What follows belongs to an exercise in optimizing a design on an open flow for a short achievable clock period and few clock cycles; a production flow would make more cautious choices.
Where RTL was checked, it was by simulation tests only, not by an equivalence proof against the original.
Power is estimated from default activity; no workload was simulated.

==> maple <==
==> flow/design.v <==
module ALU(
    input  wire [15:0] in_a,
    input  wire [15:0] in_b,
    input  wire [7:0]  sel,
    output wire [15:0] ALU_out
);
wire [15:0] sum, dif;
wire        sum_co, dif_co;
ks_add #(0) add_u(.a(in_a), .b(in_b),  .s(sum), .cout(sum_co));
ks_add #(1) sub_u(.a(in_a), .b(~in_b), .s(dif), .cout(dif_co));
wire        eq  = in_a == in_b;
wire        lt  = ~dif_co;                  
wire [15:0] cmp = {14'd0, lt, ~lt & ~eq};
wire        big = |in_b[15:4];              
wire [15:0] shl = big ? 16'd0 : in_a << in_b[3:0];
wire [15:0] shr = big ? 16'd0 : in_a >> in_b[3:0];
assign ALU_out = ({16{sel[0]}} & sum)
               | ({16{sel[1]}} & dif)
               | ({16{sel[2]}} & (in_a & in_b))
               | ({16{sel[3]}} & (in_a | in_b))
               | ({16{sel[4]}} & (in_a ^ in_b))
               | ({16{sel[5]}} & shl)
               | ({16{sel[6]}} & shr)
               | ({16{sel[7]}} & cmp);
endmodule
module ks_add #(parameter CIN = 0) (
    input  wire [15:0] a,
    input  wire [15:0] b,
    output wire [15:0] s,
    output wire        cout
);
wire [15:0] p = a ^ b;
wire [15:0] t = a | b;
wire [15:0] g = a & b;
wire [15:0] g1, t1, g2, t2, g3, t3, g4, t4;
genvar i;
generate
    for (i = 0; i < 16; i = i + 1) begin : lv
        if (i == 0) begin
            if (CIN) begin
                assign g1[i] = t[0];
            end else begin
                assign g1[i] = g[0];
            end
            assign t1[i] = t[0];
        end else if (i == 1 && CIN) begin
            assign g1[i] = t[1] & (g[1] | a[0] | b[0]);
            assign t1[i] = t[1] & t[0];
        end else begin
            assign g1[i] = t[i] & (g[i] | a[i-1]) & (g[i] | b[i-1]);
            assign t1[i] = t[i] & t[i-1];
        end
        if (i >= 2) begin
            assign g2[i] = g1[i] | (t1[i] & g1[i-2]);
            assign t2[i] = t1[i] & t1[i-2];
        end else begin
            assign g2[i] = g1[i];
            assign t2[i] = t1[i];
        end
        if (i >= 4) begin
            assign g3[i] = g2[i] | (t2[i] & g2[i-4]);
            assign t3[i] = t2[i] & t2[i-4];
        end else begin
            assign g3[i] = g2[i];
            assign t3[i] = t2[i];
        end
        if (i >= 8) begin
            assign g4[i] = g3[i] | (t3[i] & g3[i-8]);
            assign t4[i] = t3[i] & t3[i-8];
        end else begin
            assign g4[i] = g3[i];
            assign t4[i] = t3[i];
        end
    end
endgenerate
assign s    = p ^ {g4[14:0], CIN[0]};
assign cout = g4[15];
endmodule
module bitty_cpu(
    input clk,
    input rst,
    output [7:0] imem_addr,
    input [15:0] imem_rdata,
    output [15:0] dmem_addr,
    output [15:0] dmem_wdata,
    output dmem_we,
    input [15:0] dmem_rdata,
    output reg halted
    );
reg [15:0] r [0:7];
reg [15:0] c;
reg [7:0]  fa;           
reg        arr_ok;       
reg [7:0]  d_pc;         
reg        d_pred;       
reg        replay;       
reg [15:0] ibuf;
reg [7:0]  ibuf_pc;
reg        ibuf_pred;
reg        e_valid, e_alu, e_ld, e_st, e_br, e_pred;
reg        e_bpred;          
reg        e_dres, e_dact;   
reg [7:0]  e_sel;
reg [2:0]  e_rx;
reg [1:0]  e_cond;
reg [7:0]  e_tgt, e_pc, e_pc1;
reg [15:0] e_a, e_b;
reg        w_alu, w_ld;      
reg [2:0]  w_rx;
reg [15:0] w_val;
localparam NB = 4;
reg        b_v   [0:NB-1];
reg [7:0]  b_pc  [0:NB-1];
reg [7:0]  b_tgt [0:NB-1];
reg [1:0]  b_rr;
assign imem_addr  = fa;
reg [15:0] m_addr, m_wdata;
assign dmem_addr  = m_addr;
assign dmem_wdata = m_wdata;
assign dmem_we    = e_st;        
wire [15:0] alu_out;
ALU alu(.in_a(e_a), .in_b(e_b), .sel(e_sel), .ALU_out(alu_out));
wire [15:0] cc = w_alu ? w_val : c;
wire c_hi0 = cc[15:2] == 14'd0;
wire e_act = e_br & c_hi0 &
             ((e_cond == 2'b00 & ~cc[1] & ~cc[0]) |
              (e_cond == 2'b01 & ~cc[1] &  cc[0]) |
              (e_cond == 2'b10 &  cc[1] & ~cc[0]));
wire e_miss = e_valid & ~e_dres & (e_act != e_pred);
wire [7:0] e_fix = e_act ? e_tgt : e_pc1;
wire e_out = e_dres ? e_dact : e_act;    
wire e_wr = e_alu;               
reg       p_hit;
reg [7:0] p_tgt;
integer j;
always @(*) begin
    p_hit = 1'b0;
    p_tgt = 8'd0;
    for (j = 0; j < NB; j = j + 1)
        if (b_v[j] & b_pc[j] == fa) begin
            p_hit = 1'b1;
            p_tgt = p_tgt | b_tgt[j];
        end
end
wire [15:0] ins      = replay ? ibuf : imem_rdata;
wire [7:0]  ins_pc   = replay ? ibuf_pc : d_pc;
wire        ins_pred = replay ? ibuf_pred : d_pred;
wire        dv       = (replay | arr_ok) & ~e_miss & ~halted;
wire [1:0] fmt    = ins[1:0];
wire [2:0] rx     = ins[15:13];
wire [2:0] ry     = ins[12:10];
wire [2:0] op     = ins[4:2];
wire       d_alu  = ~fmt[1];
wire       d_ld   = fmt == 2'b11 & ~ins[2];
wire       d_st   = fmt == 2'b11 &  ins[2];
wire       d_br   = fmt == 2'b10 & ins[3:2] != 2'b11;
wire       d_halt = fmt == 2'b10 & ins[3:2] == 2'b11;
wire [1:0] ifmt = imem_rdata[1:0];
wire i_use_rx = ~ifmt[1] | ifmt == 2'b11 & imem_rdata[2];
wire i_use_ry = ifmt == 2'b00 | ifmt == 2'b11;
wire i_br     = ifmt == 2'b10 & imem_rdata[3:2] != 2'b11;
wire stall  = ~replay & arr_ok & ~e_miss & ~halted & e_ld &
              ((i_use_rx & imem_rdata[15:13] == e_rx) |
               (i_use_ry & imem_rdata[12:10] == e_rx) | i_br);
wire        w_wr   = w_alu | w_ld;
wire [15:0] w_data = w_ld ? dmem_rdata : w_val;
wire [15:0] rf_a = replay ? r[ibuf[15:13]] : r[imem_rdata[15:13]];
wire [15:0] rf_b = replay ? r[ibuf[12:10]] : r[imem_rdata[12:10]];
wire [15:0] ra = (e_wr & e_rx == rx) ? alu_out :
                 (w_wr & w_rx == rx) ? w_data : rf_a;
wire [15:0] rb = (e_wr & e_rx == ry) ? alu_out :
                 (w_wr & w_rx == ry) ? w_data : rf_b;
wire go = dv & ~stall;           
wire [15:0] cd   = w_ld ? dmem_rdata : w_alu ? w_val : c;
wire        cd_hi0 = cd[15:2] == 14'd0;
wire        d_res  = d_br & ~e_alu;
wire        d_act  = cd_hi0 &
                     ((ins[3:2] == 2'b00 & ~cd[1] & ~cd[0]) |
                      (ins[3:2] == 2'b01 & ~cd[1] &  cd[0]) |
                      (ins[3:2] == 2'b10 &  cd[1] & ~cd[0]));
wire        d_back = d_br & ~d_res & ~ins_pred & ins[11:4] <= ins_pc;
wire        d_redir = go & ((d_res & (d_act != ins_pred)) | d_back);
wire [7:0]  d_fix   = (d_res ? d_act : 1'b1) ? ins[11:4] : ins_pc + 8'd1;
integer i;
always @(posedge clk) begin
    if (rst) begin
        for (i = 0; i < 8; i = i + 1) r[i] <= 16'd0;
        for (i = 0; i < NB; i = i + 1) b_v[i] <= 1'b0;
        c        <= 16'd0;
        b_rr     <= 2'd0;
        arr_ok   <= 1'b0;
        fa       <= 8'd0;
        d_pc     <= 8'd0;
        d_pred   <= 1'b0;
        replay   <= 1'b0;
        e_valid  <= 1'b0;
        e_alu    <= 1'b0;
        e_ld     <= 1'b0;
        e_st     <= 1'b0;
        e_br     <= 1'b0;
        w_alu    <= 1'b0;
        w_ld     <= 1'b0;
        halted   <= 1'b0;
    end else begin
        for (i = 0; i < 8; i = i + 1)
            if (w_wr & w_rx == i)
                r[i] <= w_data;
        if (w_wr)
            c <= w_data;
        w_alu <= e_alu;
        w_ld  <= e_ld;
        if (e_valid & e_br & e_out & ~e_bpred) begin
            b_v[b_rr]   <= 1'b1;
            b_pc[b_rr]  <= e_pc;
            b_tgt[b_rr] <= e_tgt;
            b_rr        <= b_rr + 2'd1;
        end
        if (e_valid & e_bpred & ~e_out)
            for (i = 0; i < NB; i = i + 1)
                if (b_pc[i] == e_pc)
                    b_v[i] <= 1'b0;
        d_pc   <= fa;
        d_pred <= p_hit;
        if (e_miss) begin
            fa     <= e_fix;
            arr_ok <= 1'b0;
            replay <= 1'b0;
        end else if (d_redir) begin
            fa     <= d_fix;
            arr_ok <= 1'b0;
            replay <= 1'b0;
        end else if (stall) begin
            fa     <= fa;
            arr_ok <= 1'b0;
            replay <= 1'b1;
        end else begin
            fa     <= p_hit ? p_tgt : fa + 8'd1;
            arr_ok <= 1'b1;
            replay <= 1'b0;
        end
        if (dv & d_halt)
            halted <= 1'b1;
        e_valid <= go & ~d_halt;
        e_alu   <= go & d_alu;
        e_ld    <= go & d_ld;
        e_st    <= go & d_st;
        e_br    <= go & d_br;
    end
end
always @(posedge clk) begin
    ibuf      <= ins;
    ibuf_pc   <= ins_pc;
    ibuf_pred <= ins_pred;
    w_rx   <= e_rx;
    w_val  <= alu_out;
    e_sel  <= 8'd1 << op;
    e_rx   <= rx;
    e_cond <= ins[3:2];
    e_tgt  <= ins[11:4];
    e_pc   <= ins_pc;
    e_pc1  <= ins_pc + 8'd1;
    e_pred  <= ins_pred | d_back;
    e_bpred <= ins_pred;
    e_dres  <= d_res;
    e_dact  <= d_act;
    e_a    <= ra;
    e_b    <= (fmt == 2'b01) ? {8'd0, ins[12:5]} : rb;
    if (d_ld | d_st)
        m_addr <= rb;
    if (d_st)
        m_wdata <= ra;
end
endmodule
==> flow/flow/run.sh <==
#!/bin/bash
# Standard ORFS layout, with the port buffers made from buf_4 cells
# instead of the delay-buffer cell buffer_ports picks on its own.
set -e
cd "$(dirname "$0")/.."
ls -la > files.log
cat standard.sh > standard_sh_copy.log
export BUFFER_PORTS_ARGS="-buffer_cell sky130_fd_sc_hd__buf_4"
bash standard.sh > standard.log 2>&1
==> flow/standard.sh <==
#!/bin/bash
# synth_recipe.tcl (not shown) runs the flow's synth.tcl, then flattens the netlist and writes it again
# the make line also repeats each setting of config.mk as NAME=value (left out here)
make -C /OpenROAD-flow-scripts/flow DESIGN_CONFIG=/design/flow/config.mk WORK_HOME=/design/flow/orfs CLKGATE_MAP_FILE= SYNTH_SCRIPT=/design/flow/synth_recipe.tcl "${@:-finish}"
==> flow/config.mk <==
export PLATFORM = sky130hd
export DESIGN_NAME = bitty_cpu
export DESIGN_NICKNAME = bitty_cpu
export VERILOG_FILES = /design/flow/design.v
export SDC_FILE = /design/flow/constraint.sdc
export NUM_CORES = 4
export LEC_CHECK = 0
export ABC_CLOCK_PERIOD_IN_PS = 2000
export CAP_MARGIN = 20
export CORE_MARGIN = 2
export CORE_UTILIZATION = 40
export SETUP_SLACK_MARGIN = 3.5
export SLEW_MARGIN = 20
==> flow/constraint.sdc <==
create_clock -name core_clock -period 6.0 [get_ports {clk}]
set_input_delay 1.2000 -clock core_clock [delete_from_list [all_inputs] [get_ports {clk}]]
set_output_delay 1.2000 -clock core_clock [all_outputs]
set_load 0.01 [all_outputs]
==> quartz: changes against maple <==
--- a/flow/design.v
+++ b/flow/design.v
@@ -103,2 +103,3 @@
 reg [7:0]  e_sel;
+reg        e_subcmp;         
 reg [2:0]  e_rx;
@@ -115,6 +116,7 @@
 reg [1:0]  b_rr;
+reg        u_ins, u_inv;     
+reg [7:0]  u_pc, u_tgt;
 assign imem_addr  = fa;
-reg [15:0] m_addr, m_wdata;
-assign dmem_addr  = m_addr;
-assign dmem_wdata = m_wdata;
+assign dmem_addr  = e_b;
+assign dmem_wdata = e_a;
 assign dmem_we    = e_st;        
@@ -122,3 +124,3 @@
 ALU alu(.in_a(e_a), .in_b(e_b), .sel(e_sel), .ALU_out(alu_out));
-wire [15:0] cc = w_alu ? w_val : c;
+wire [15:0] cc = w_ld ? dmem_rdata : w_alu ? w_val : c;
 wire c_hi0 = cc[15:2] == 14'd0;
@@ -160,6 +162,5 @@
 wire i_use_ry = ifmt == 2'b00 | ifmt == 2'b11;
-wire i_br     = ifmt == 2'b10 & imem_rdata[3:2] != 2'b11;
 wire stall  = ~replay & arr_ok & ~e_miss & ~halted & e_ld &
               ((i_use_rx & imem_rdata[15:13] == e_rx) |
-               (i_use_ry & imem_rdata[12:10] == e_rx) | i_br);
+               (i_use_ry & imem_rdata[12:10] == e_rx));
 wire        w_wr   = w_alu | w_ld;
@@ -175,4 +176,6 @@
 wire        cd_hi0 = cd[15:2] == 14'd0;
-wire        d_res  = d_br & ~e_alu;
-wire        d_act  = cd_hi0 &
+wire        e_eq   = e_a == e_b;
+wire        d_res  = d_br & ~e_ld & (~e_alu | e_subcmp & ins[3:2] == 2'b00);
+wire        d_act  = e_alu ? e_eq :
+                     cd_hi0 &
                      ((ins[3:2] == 2'b00 & ~cd[1] & ~cd[0]) |
@@ -190,2 +193,4 @@
         b_rr     <= 2'd0;
+        u_ins    <= 1'b0;
+        u_inv    <= 1'b0;
         arr_ok   <= 1'b0;
@@ -211,11 +216,13 @@
         w_ld  <= e_ld;
-        if (e_valid & e_br & e_out & ~e_bpred) begin
+        u_ins <= e_valid & e_br & e_out & ~e_bpred;
+        u_inv <= e_valid & e_bpred & ~e_out;
+        if (u_ins) begin
             b_v[b_rr]   <= 1'b1;
-            b_pc[b_rr]  <= e_pc;
-            b_tgt[b_rr] <= e_tgt;
+            b_pc[b_rr]  <= u_pc;
+            b_tgt[b_rr] <= u_tgt;
             b_rr        <= b_rr + 2'd1;
         end
-        if (e_valid & e_bpred & ~e_out)
+        if (u_inv)
             for (i = 0; i < NB; i = i + 1)
-                if (b_pc[i] == e_pc)
+                if (b_pc[i] == u_pc)
                     b_v[i] <= 1'b0;
@@ -254,4 +261,7 @@
     w_rx   <= e_rx;
+    u_pc   <= e_pc;
+    u_tgt  <= e_tgt;
     w_val  <= alu_out;
     e_sel  <= 8'd1 << op;
+    e_subcmp <= op == 3'd1 | op == 3'd7;
     e_rx   <= rx;
@@ -267,6 +277,2 @@
     e_b    <= (fmt == 2'b01) ? {8'd0, ins[12:5]} : rb;
-    if (d_ld | d_st)
-        m_addr <= rb;
-    if (d_st)
-        m_wdata <= ra;
 end
--- a/flow/config.mk
+++ b/flow/config.mk
@@ -7,2 +7,3 @@
 export LEC_CHECK = 0
+export ABC_AREA = 1
 export ABC_CLOCK_PERIOD_IN_PS = 2000
@@ -10,3 +11,3 @@
 export CORE_MARGIN = 2
-export CORE_UTILIZATION = 40
+export CORE_UTILIZATION = 55
 export SETUP_SLACK_MARGIN = 3.5
==> comparison table <==
item	maple	quartz
Run status	complete, no violations	complete, no violations
Global-route wire length before repair	136000 um	143000 um
Floorplan die height	242 um	202 um
Overall power	7.05 mW	6.08 mW
Final Skew	0.0363 ns	0.0164 ns
Number of placement rows	87	72
Clock buffer count from CTS	41	39
Number of sequential cells	368	355
Number of logic inverters in the finished layout	110	420
Internal reg-to-reg setup slack	3.12 ns	3.30 ns
Fin util	52.6%	70.9%
Worst supply voltage drop on vdd	179 uV	258 uV
Antenna Cells	0	1
Adder-cell area share of the yosys netlist	4.41%	4.57%
Logic depth of the worst setup path including buffers	10	13
Global routing usage summed across all routing layers	30.2%	45.7%
Most numerous cell in the Yosys netlist	sky130_fd_sc_hd__nor2_1	sky130_fd_sc_hd__nand2_1
Part of the power in combinational logic	24.3%	17.1%
First-iteration detailed-routing DRC count	2862	4515
Drt total wl	93400 um	103000 um
Number of enable flip-flop cells after synthesis	96	64
CP Capture Point	m_wdata[15]	fa[5]
Multi-input comb cells	1795	2207
Post-synthesis xor/xnor area fraction	4.24%	1.50%
Overall die width	242 um	202 um
Number of vias per cell	6.40	6.80
Final period util	48.0%	45.1%
Testbench counts of quartz, summed over its fixed seeds: cycles 75,367.
For maple, only the layout was checked, not whether the RTL still works.

-- port drivers added, routing unchanged --
No port has a modelled driver above. Below, the same layouts with a new extraction and two added sets of constraints.
Step 1 (the two cells are an assumption about what drives the block):
set clk [get_ports {clk}]
set_driving_cell -lib_cell sky130_fd_sc_hd__clkbuf_16 $clk
set_driving_cell -lib_cell sky130_fd_sc_hd__buf_2 [delete_from_list [all_inputs] $clk]
Step 2 also shifts input and output timing later by t, the mid clock arrival at the registers, as if the neighbouring blocks saw the same clock.
Slacks: no drivers / after step 1 / after step 2; pairs: no drivers / after step 1.
run | t (ns) | setup slack, ns | worst register clock-pin slew, ns
maple | 0.638 | 3.120 / 3.120 / 2.488 | 0.06 / 0.06
quartz | 0.635 | 3.296 / 3.296 / 2.701 | 0.07 / 0.07
After both steps setup and hold are still met in every run listed. For maple, which loses most, drivers alone change the setup slack by 0.000 ns; drivers and shift together by -0.632 ns.
